Context: an optimization exercise on an open-source flow, tuned for small area. The choices shown serve that exercise and are no tape-out recipe. Only simulation tests tie the RTL to the original design; equivalence was not proved. No activity file was given, so power comes from the tool's default toggle rates.

// MultiCycleCPU
module MultiCycleCPU(
	input  wire        clk,
	input  wire        reset,
	output wire        base_ram_ce_n,
	output wire        base_ram_oe_n,
	output wire        base_ram_we_n,
	output reg  [3:0]  base_ram_be_n,
	output wire [19:0] base_ram_addr,
	output wire [31:0] base_ram_data_o,
	output reg         base_ram_data_oe,
	input  wire [31:0] base_ram_data_i,
	output reg         uart_rdn,
	output wire        uart_wrn,
	input  wire        uart_dataready,
	input  wire        uart_tbre,
	input  wire        uart_tsre,
	output wire        ext_ram_ce_n,
	output wire        ext_ram_oe_n,
	output wire        ext_ram_we_n,
	output reg  [3:0]  ext_ram_be_n,
	output wire [19:0] ext_ram_addr,
	output reg  [31:0] ext_ram_data_o,
	output reg         ext_ram_data_oe,
	input  wire [31:0] ext_ram_data_i,
	output reg  [31:0] pc_out,
	output wire [31:0] addr_out
);
localparam [1:0] S_IF = 2'd0, S_ID = 2'd1, S_EX = 2'd2, S_ERR = 2'd3;
localparam [1:0] M_IDLE = 2'd0, M_RD = 2'd1, M_WPREP = 2'd2, M_WSTART = 2'd3;
localparam [2:0] W_IDLE = 3'd0, W_LOW = 3'd1, W_TBRE = 3'd2, W_TSRE = 3'd3, W_DONE = 3'd4;
reg [1:0]  st;
reg [1:0]  ms;
reg [3:0]  cnt;
reg        urd, uwr;
reg [2:0]  ws;
reg [4:0]  rs1, rs2;
reg        wbv;
reg [2:0]  step;
reg        acc;             
reg [31:0] insn;
reg [31:0] opa;             
reg [31:0] wb;              
reg [4:0]  wbi;             
reg        cond;            
reg [7:0]  b_lo;            
assign addr_out = {16'h0, 3'h0, rs1, 3'h0, rs2};
wire [6:0] opcode = insn[6:0];
wire [2:0] f3 = insn[14:12];
wire       f7z = insn[31:25] == 7'h0;
wire [4:0] rd = insn[11:7];
wire       rd_nz = rd != 5'd0;
wire c_op    = opcode == 7'b0110011 && f7z && (f3 == 3'b000 || f3 == 3'b111 || f3 == 3'b110 || f3 == 3'b100);
wire c_opimm = opcode == 7'b0010011 && (f3 == 3'b000 || f3 == 3'b111 || f3 == 3'b110 || (f7z && (f3 == 3'b001 || f3 == 3'b101)));
wire c_auipc = opcode == 7'b0010111;
wire c_lui   = opcode == 7'b0110111;
  ...
For scale: ~4100 cells after synthesis, roughly 1200 flip-flops, ~260 I/O pins, roughly 0.046 sq mm of cells after synthesis.
export LEC_CHECK = 0
export CAP_MARGIN = 20
export CORE_MARGIN = 2
export CORE_UTILIZATION = 65
export SLEW_MARGIN = 20
export SYNTH_HIERARCHICAL = 1
create_clock -name core_clock -period 10.0 [get_ports {clk}]
standard.sh (not shown) runs the stock make flow with config.mk's settings and CLKGATE_MAP_FILE= SYNTH_SCRIPT=/design/flow/synth_recipe.tcl, a recipe that flattens the netlist after the stock synthesis.
==> flow/flow/run.sh <==
#!/bin/bash
# Standard synthesis, then the standard ORFS layout with two knobs changed:
# port buffers of the smallest buffer cell, and a clock tree of clkbuf_16
# clusters of up to 24 flip-flops without dummy loads. Each step's output
# goes to its own log file here.
set -euo pipefail
bash standard.sh synth > synth.log 2>&1
bash standard.sh \
  "BUFFER_PORTS_ARGS=-buffer_cell sky130_fd_sc_hd__buf_1" \
  "CTS_ARGS=-sink_clustering_enable -repair_clock_nets -dont_use_dummy_load -sink_clustering_size 24 -sink_clustering_max_diameter 70" \
  finish > layout.log 2>&1
Change:
--- a/flow/config.mk
+++ b/flow/config.mk
@@ -9,4 +9,5 @@
 export CORE_MARGIN = 2
 export CORE_UTILIZATION = 65
+export GPL_TIMING_DRIVEN = 0
 export SLEW_MARGIN = 20
 export SYNTH_HIERARCHICAL = 1
- The new run produced a layout that fails on setup timing
- total power rises by about 3.5%
- setup slack got worse by 1.6 ns
- hold slack improved by 0.0094 ns
- count of clock-buffer cells in the layout stays the same
- routed wire length increases by about 22%
- utilization went up by 2.0 points
- critical path depth grows by 5
- first-iteration DRC count came out higher by about 33%
- clock skew goes up by 0.035 ns
- via count rose by about 10%
- non-clock buffer count rose by 294
Change:
==> flow/flow/run.sh (replaced) <==
#!/bin/bash
# Standard synthesis, then the standard ORFS layout with two knobs changed:
# port buffers of the smallest buffer cell, and a clock tree whose leaf
# clusters of up to 18 flip-flops are driven by clkbuf_8 (clkbuf_16 above
# them), without dummy loads. Each step's output goes to its own log file.
set -euo pipefail
bash standard.sh synth > synth.log 2>&1
bash standard.sh \
  "BUFFER_PORTS_ARGS=-buffer_cell sky130_fd_sc_hd__buf_1" \
  "CTS_ARGS=-sink_clustering_enable -repair_clock_nets -dont_use_dummy_load -buf_list sky130_fd_sc_hd__clkbuf_16 -root_buf sky130_fd_sc_hd__clkbuf_16 -sink_clustering_buffer sky130_fd_sc_hd__clkbuf_8 -sink_clustering_size 18 -sink_clustering_max_diameter 60" \
  finish > layout.log 2>&1
--- a/flow/config.mk
+++ b/flow/config.mk
@@ -8,6 +8,5 @@
 export CAP_MARGIN = 20
 export CORE_MARGIN = 2
-export CORE_UTILIZATION = 65
-export GPL_TIMING_DRIVEN = 0
+export CORE_UTILIZATION = 75
 export SLEW_MARGIN = 20
 export SYNTH_HIERARCHICAL = 1
Effect:
- This time the run completed with no timing, DRC or antenna violations
- via count decreases by 4.3%
- combinational power went down by 10%
- area after synthesis is unchanged
- wire length falls by 15%
- power drops by 6.7%
- die area came out lower by 13%
- sequential share of layout area grows by 2.2 points
- final cell count shrinks by 8.2%
Change:
==> flow/flow/run.sh (replaced) <==
#!/bin/bash
# Standard synthesis, then the standard ORFS layout with two knobs changed:
# port buffers of the smallest buffer cell, and a clock tree of clkbuf_16
# clusters of up to 28 flip-flops without dummy loads. Each step's output
# goes to its own log file here.
set -euo pipefail
bash standard.sh synth > synth.log 2>&1
bash standard.sh \
  "BUFFER_PORTS_ARGS=-buffer_cell sky130_fd_sc_hd__buf_1" \
  "CTS_ARGS=-sink_clustering_enable -repair_clock_nets -dont_use_dummy_load -sink_clustering_size 28 -sink_clustering_max_diameter 80" \
  finish > layout.log 2>&1
=> Cell count shrinks slightly. Die area is unchanged. Clock-buffer cell count shrinks by 30. Power grows slightly. Setup slack improves by 0.048 ns. Register-to-register slack improves by 0.05 ns. Final area barely changes. Routed wire length grows slightly. First-iteration DRC count grows slightly.

---

run 1:
MultiCycleCPU, a different RTL version from the one above (not shown whole).
Size: roughly 5000 cells after synthesis, roughly 1200 flip-flops, about 51000 um2 of cells after synthesis.
==> flow/config.mk <==
export PLATFORM = sky130hd
export DESIGN_NAME = MultiCycleCPU
export DESIGN_NICKNAME = MultiCycleCPU
export VERILOG_FILES = /design/flow/design.v
export SDC_FILE = /design/flow/constraint.sdc
export NUM_CORES = 4
export LEC_CHECK = 0
export CAP_MARGIN = 20
export CORE_MARGIN = 2
export CORE_UTILIZATION = 55
export SLEW_MARGIN = 20
==> flow/constraint.sdc <==
create_clock -name core_clock -period 10.0 [get_ports {clk}]
set_input_delay 2.0000 -clock core_clock [delete_from_list [all_inputs] [get_ports {clk}]]
set_output_delay 2.0000 -clock core_clock [all_outputs]
set_load 0.01 [all_outputs]
==> flow/flow/run.sh <==
#!/bin/bash
# Standard synthesis, then the standard ORFS layout with a few knobs changed:
# smaller port buffers, clock tree without dummy loads, power/area recovery
# after global routing. Each step's output goes to its own log file here.
set -euo pipefail
bash standard.sh synth > synth.log 2>&1
bash standard.sh \
  "BUFFER_PORTS_ARGS=-buffer_cell sky130_fd_sc_hd__buf_1" \
  "CTS_ARGS=-sink_clustering_enable -repair_clock_nets -dont_use_dummy_load" \
  "RECOVER_POWER=100" \
  finish > layout.log 2>&1
Run 1 finished all stages; layout check result: FAIL, due to capacitance limit, slew limit.
Inputs modified between run 1 and run 2:
# run 1
export LEC_CHECK = 0
export CAP_MARGIN = 20
export CORE_MARGIN = 2
export CORE_UTILIZATION = 55
export SLEW_MARGIN = 20
create_clock -name core_clock -period 10.0 [get_ports {clk}]
# run 2
export LEC_CHECK = 0
export CAP_MARGIN = 20
export CORE_MARGIN = 2
export CORE_UTILIZATION = 55
export CTS_BUF_LIST = sky130_fd_sc_hd__clkbuf_8
export CTS_CLUSTER_SIZE = 30
export SLEW_MARGIN = 20
create_clock -name core_clock -period 10.0 [get_ports {clk}]
==> flow/run.sh (new file) <==
#!/bin/bash
# synth_recipe.tcl (not shown) runs the flow's synth.tcl, then flattens the netlist and writes it again
# the make line also repeats each setting of config.mk as NAME=value (left out here)
make -C /OpenROAD-flow-scripts/flow DESIGN_CONFIG=/design/flow/config.mk WORK_HOME=/design/flow/orfs CLKGATE_MAP_FILE= SYNTH_SCRIPT=/design/flow/synth_recipe.tcl finish
removed: flow/flow/run.sh
removed: flow/standard.sh
### Flow results
Run 2 was carried through to the last stage, and its layout satisfied the timing, DRC and antenna checks.
Summary of run 2 over run 1: slew at the pin closest to its max-slew limit now sits lower, via count saw an increase.
The portion of the layout cell area used by non-clock buffers reported for run 2 is greater than that of run 1 by 2.6 points.
On run 2: detailed-route wire length is 2900 um higher than what run 1 gave.
Setup slack: run 2 more than run 1
Compared with run 1, run 2 shows layout overhead on the synthesized area higher by 5.4 points.
Diff run 1 -> run 2: portion of total power attributed to combinational logic neither gained nor lost much; max-capacitance violation count moved down.
Relative to run 2, the following input files were edited for run 3:
# run 2
export LEC_CHECK = 0
export CAP_MARGIN = 20
export CORE_MARGIN = 2
export CORE_UTILIZATION = 55
export CTS_BUF_LIST = sky130_fd_sc_hd__clkbuf_8
export CTS_CLUSTER_SIZE = 30
export SLEW_MARGIN = 20
create_clock -name core_clock -period 10.0 [get_ports {clk}]
# run 3
export LEC_CHECK = 0
export CAP_MARGIN = 20
export CORE_MARGIN = 2
export CORE_UTILIZATION = 40
export SLEW_MARGIN = 20
create_clock -name core_clock -period 10.0 [get_ports {clk}]
--- outcome ---
Run 3 finished every step from synthesis to the final layout, and the layout passed the timing, DRC and antenna checks. Of the two values seen for most congested layer reported by global routing, met2 was produced by run 2 and met1 by run 3. Run 3 vs run 2, launching element of the worst setup path: regs.rpos[2] vs regs.rpos[3]. Diff run 2 -> run 3: clock share of power increased by 3.4 points relative to the old numbers, clock latency at the later pin of the worst-skew pair decreased by 120 ps relative to the old numbers, final standard cell area without fillers climbed about 2%, met3 usage in global routing moved down, sequential share of layout area lower. When run 3 is measured against run 2, its final critical path time including I/O delays and setup turns out 570 ps lower. Across both runs, fraction of the cycle the final worst path needs was lower for run 3 than for run 2. For die area, dividing the value from run 2 by the value from run 3 gives 0.73.
## Diff of input files: run 4 against run 3
# run 3
export LEC_CHECK = 0
export CAP_MARGIN = 20
export CORE_MARGIN = 2
export CORE_UTILIZATION = 40
export SLEW_MARGIN = 20
create_clock -name core_clock -period 10.0 [get_ports {clk}]
# run 4
export LEC_CHECK = 0
export CAP_MARGIN = 20
export CORE_MARGIN = 2
export CORE_UTILIZATION = 55
export SLEW_MARGIN = 20
create_clock -name core_clock -period 10.0 [get_ports {clk}]
==> flow/flow/run.sh (new file) <==
#!/bin/bash
# Standard synthesis, then the standard ORFS layout with a few knobs changed:
# smaller port buffers and a clock tree of larger clkbuf_16 clusters without
# dummy loads. Each step's output goes to its own log file here.
set -euo pipefail
bash standard.sh synth > synth.log 2>&1
bash standard.sh \
  "BUFFER_PORTS_ARGS=-buffer_cell sky130_fd_sc_hd__buf_1" \
  "CTS_ARGS=-sink_clustering_enable -repair_clock_nets -dont_use_dummy_load -sink_clustering_size 30 -sink_clustering_max_diameter 100" \
  finish > layout.log 2>&1
==> flow/standard.sh (new file) <==
#!/bin/bash
# synth_recipe.tcl (not shown) runs the flow's synth.tcl, then flattens the netlist and writes it again
# the make line also repeats each setting of config.mk as NAME=value (left out here)
make -C /OpenROAD-flow-scripts/flow DESIGN_CONFIG=/design/flow/config.mk WORK_HOME=/design/flow/orfs CLKGATE_MAP_FILE= SYNTH_SCRIPT=/design/flow/synth_recipe.tcl "${@:-finish}"
removed: flow/run.sh
==> summary.txt <==
Run 4: first-pass GRT wire length is 25000 um lower than what run 3 reported.
Core util | run 4 vs run 3 | run 4 higher
Changes observed in run 4 relative to run 3: wire length on met3 down 15%, count of plain and timing-repair buffers in the layout down 5.6%, combinational cell fraction of total power flat.
Looking at critical path endpoint, the st[0] result is from run 3; the base_ram_be_n[1] one comes from run 4.
Taking run 3 as the reference, in run 4 maximum clock rate went down 4.1%, routed wire length went down 7.6%, clock network power consumption went down about 50%.
Diff run 3..run 4 | final count of pins violating max slew | unchanged
Of the two values seen for main power-consuming group, clock was produced by run 3 and registers by run 4.

---

the previous run:
MultiCycleCPU, a different RTL version from the one above (not shown whole).
Size: ~3800 cells after synthesis, about 1200 flip-flops, ~260 I/O pins, roughly 46000 sq um of cells after synthesis.
export LEC_CHECK = 0
export CAP_MARGIN = 20
export CORE_MARGIN = 2
export CORE_UTILIZATION = 65
export SLEW_MARGIN = 20
export SYNTH_HIERARCHICAL = 1
create_clock -name core_clock -period 10.0 [get_ports {clk}]
==> flow/flow/run.sh <==
#!/bin/bash
# Standard synthesis, then the standard ORFS layout with two knobs changed:
# port buffers of the smallest buffer cell, and a clock tree of clkbuf_16
# clusters of up to 30 flip-flops without dummy loads. Each step's output
# goes to its own log file here.
set -euo pipefail
bash standard.sh synth > synth.log 2>&1
bash standard.sh \
  "BUFFER_PORTS_ARGS=-buffer_cell sky130_fd_sc_hd__buf_1" \
  "CTS_ARGS=-sink_clustering_enable -repair_clock_nets -dont_use_dummy_load -sink_clustering_size 30 -sink_clustering_max_diameter 80" \
  finish > layout.log 2>&1
The previous run: no failed stages, no open violations at the end
diff inputs: the previous run => the current run
==> flow/flow/run.sh <==
#!/bin/bash
# Standard synthesis, then the standard ORFS layout with two knobs changed:
# port buffers of the smallest buffer cell, and a clock tree of clkbuf_16
# clusters of up to 28 flip-flops without dummy loads. Each step's output
# goes to its own log file here.
set -euo pipefail
bash standard.sh synth > synth.log 2>&1
bash standard.sh \
  "BUFFER_PORTS_ARGS=-buffer_cell sky130_fd_sc_hd__buf_1" \
  "CTS_ARGS=-sink_clustering_enable -repair_clock_nets -dont_use_dummy_load -sink_clustering_size 28 -sink_clustering_max_diameter 80" \
  finish > layout.log 2>&1
Results
The global-route usage on the current run is in line with that on the previous run.
[diff] minimum period implied by the final worst setup slack, the current run relative to the previous run: regression
Between the previous run and the current run, the final standard cell utilization of the core does not differ in any meaningful way.
Achievable clock frequency: the previous run vs the current run, no meaningful difference
Comparing the current run against the previous run, there is no change at all in maximum number of pins on one net before global-route repair.
Summary — tightest slew margin relative to the limit, the current run relative to the previous run: lower, by 0.37 points.
Total routed wirelength (the current run vs. the previous run) decreases slightly
From the current run to the previous run, sequential cell count did not move at all.
Total of clock buffers placed in the layout went up by a few percent going from the previous run to the current run.

what the ideal ports hide:
The flow's constraints put no driver on any port. The routed layouts listed below were extracted and timed again, unchanged, in two steps. Step 1 assumes that a clkbuf_16 drives the clock port and a buf_2 every other input. Step 2 moves the port delays by t, midway between the first and last clock arrival at a register: inputs arrive t later, outputs are due t later. That takes back most of the time a late clock gives input paths. a / b / c = ideal / step 1 / step 2; a / b = the first two.
| run | shift t [ns] | setup slack, ns | worst hold slack (ns) | slew at the worst register clock pin (ns) | pins driven straight from the clock port |
|---|---|---|---|---|---|
| the first run of note 1 | 0.676 | 1.595 / 1.595 / 1.595 | 0.300 / 0.300 / 0.300 | 0.10 / 0.10 | 1 |
| the second run of note 1 | 0.696 | -0.006 / -0.006 / -0.006 | 0.310 / 0.310 / 0.310 | 0.10 / 0.10 | 1 |
| the third run of note 1 | 0.658 | 1.376 / 1.376 / 1.376 | 0.309 / 0.309 / 0.309 | 0.12 / 0.12 | 1 |
| the fourth run of note 1 | 0.715 | 1.424 / 1.424 / 1.424 | 0.294 / 0.294 / 0.294 | 0.11 / 0.11 | 1 |
| run 1 | 0.779 | 0.761 / 0.761 / 0.761 | 0.286 / 0.286 / 0.286 | 0.07 / 0.07 | 1 |
| run 2 | 0.972 | 1.337 / 1.337 / 1.337 | 0.322 / 0.322 / 0.322 | 0.07 / 0.07 | 1 |
| run 3 | 0.848 | 1.910 / 1.910 / 1.910 | 0.308 / 0.308 / 0.308 | 0.07 / 0.07 | 1 |
| run 4 | 0.766 | 1.566 / 1.566 / 1.566 | 0.257 / 0.257 / 0.257 | 0.12 / 0.12 | 1 |
| the previous run | 0.702 | 2.333 / 2.333 / 2.333 | 0.283 / 0.283 / 0.283 | 0.11 / 0.11 | 1 |
| the current run | 0.714 | 2.324 / 2.324 / 2.324 | 0.301 / 0.301 / 0.301 | 0.11 / 0.11 | 1 |
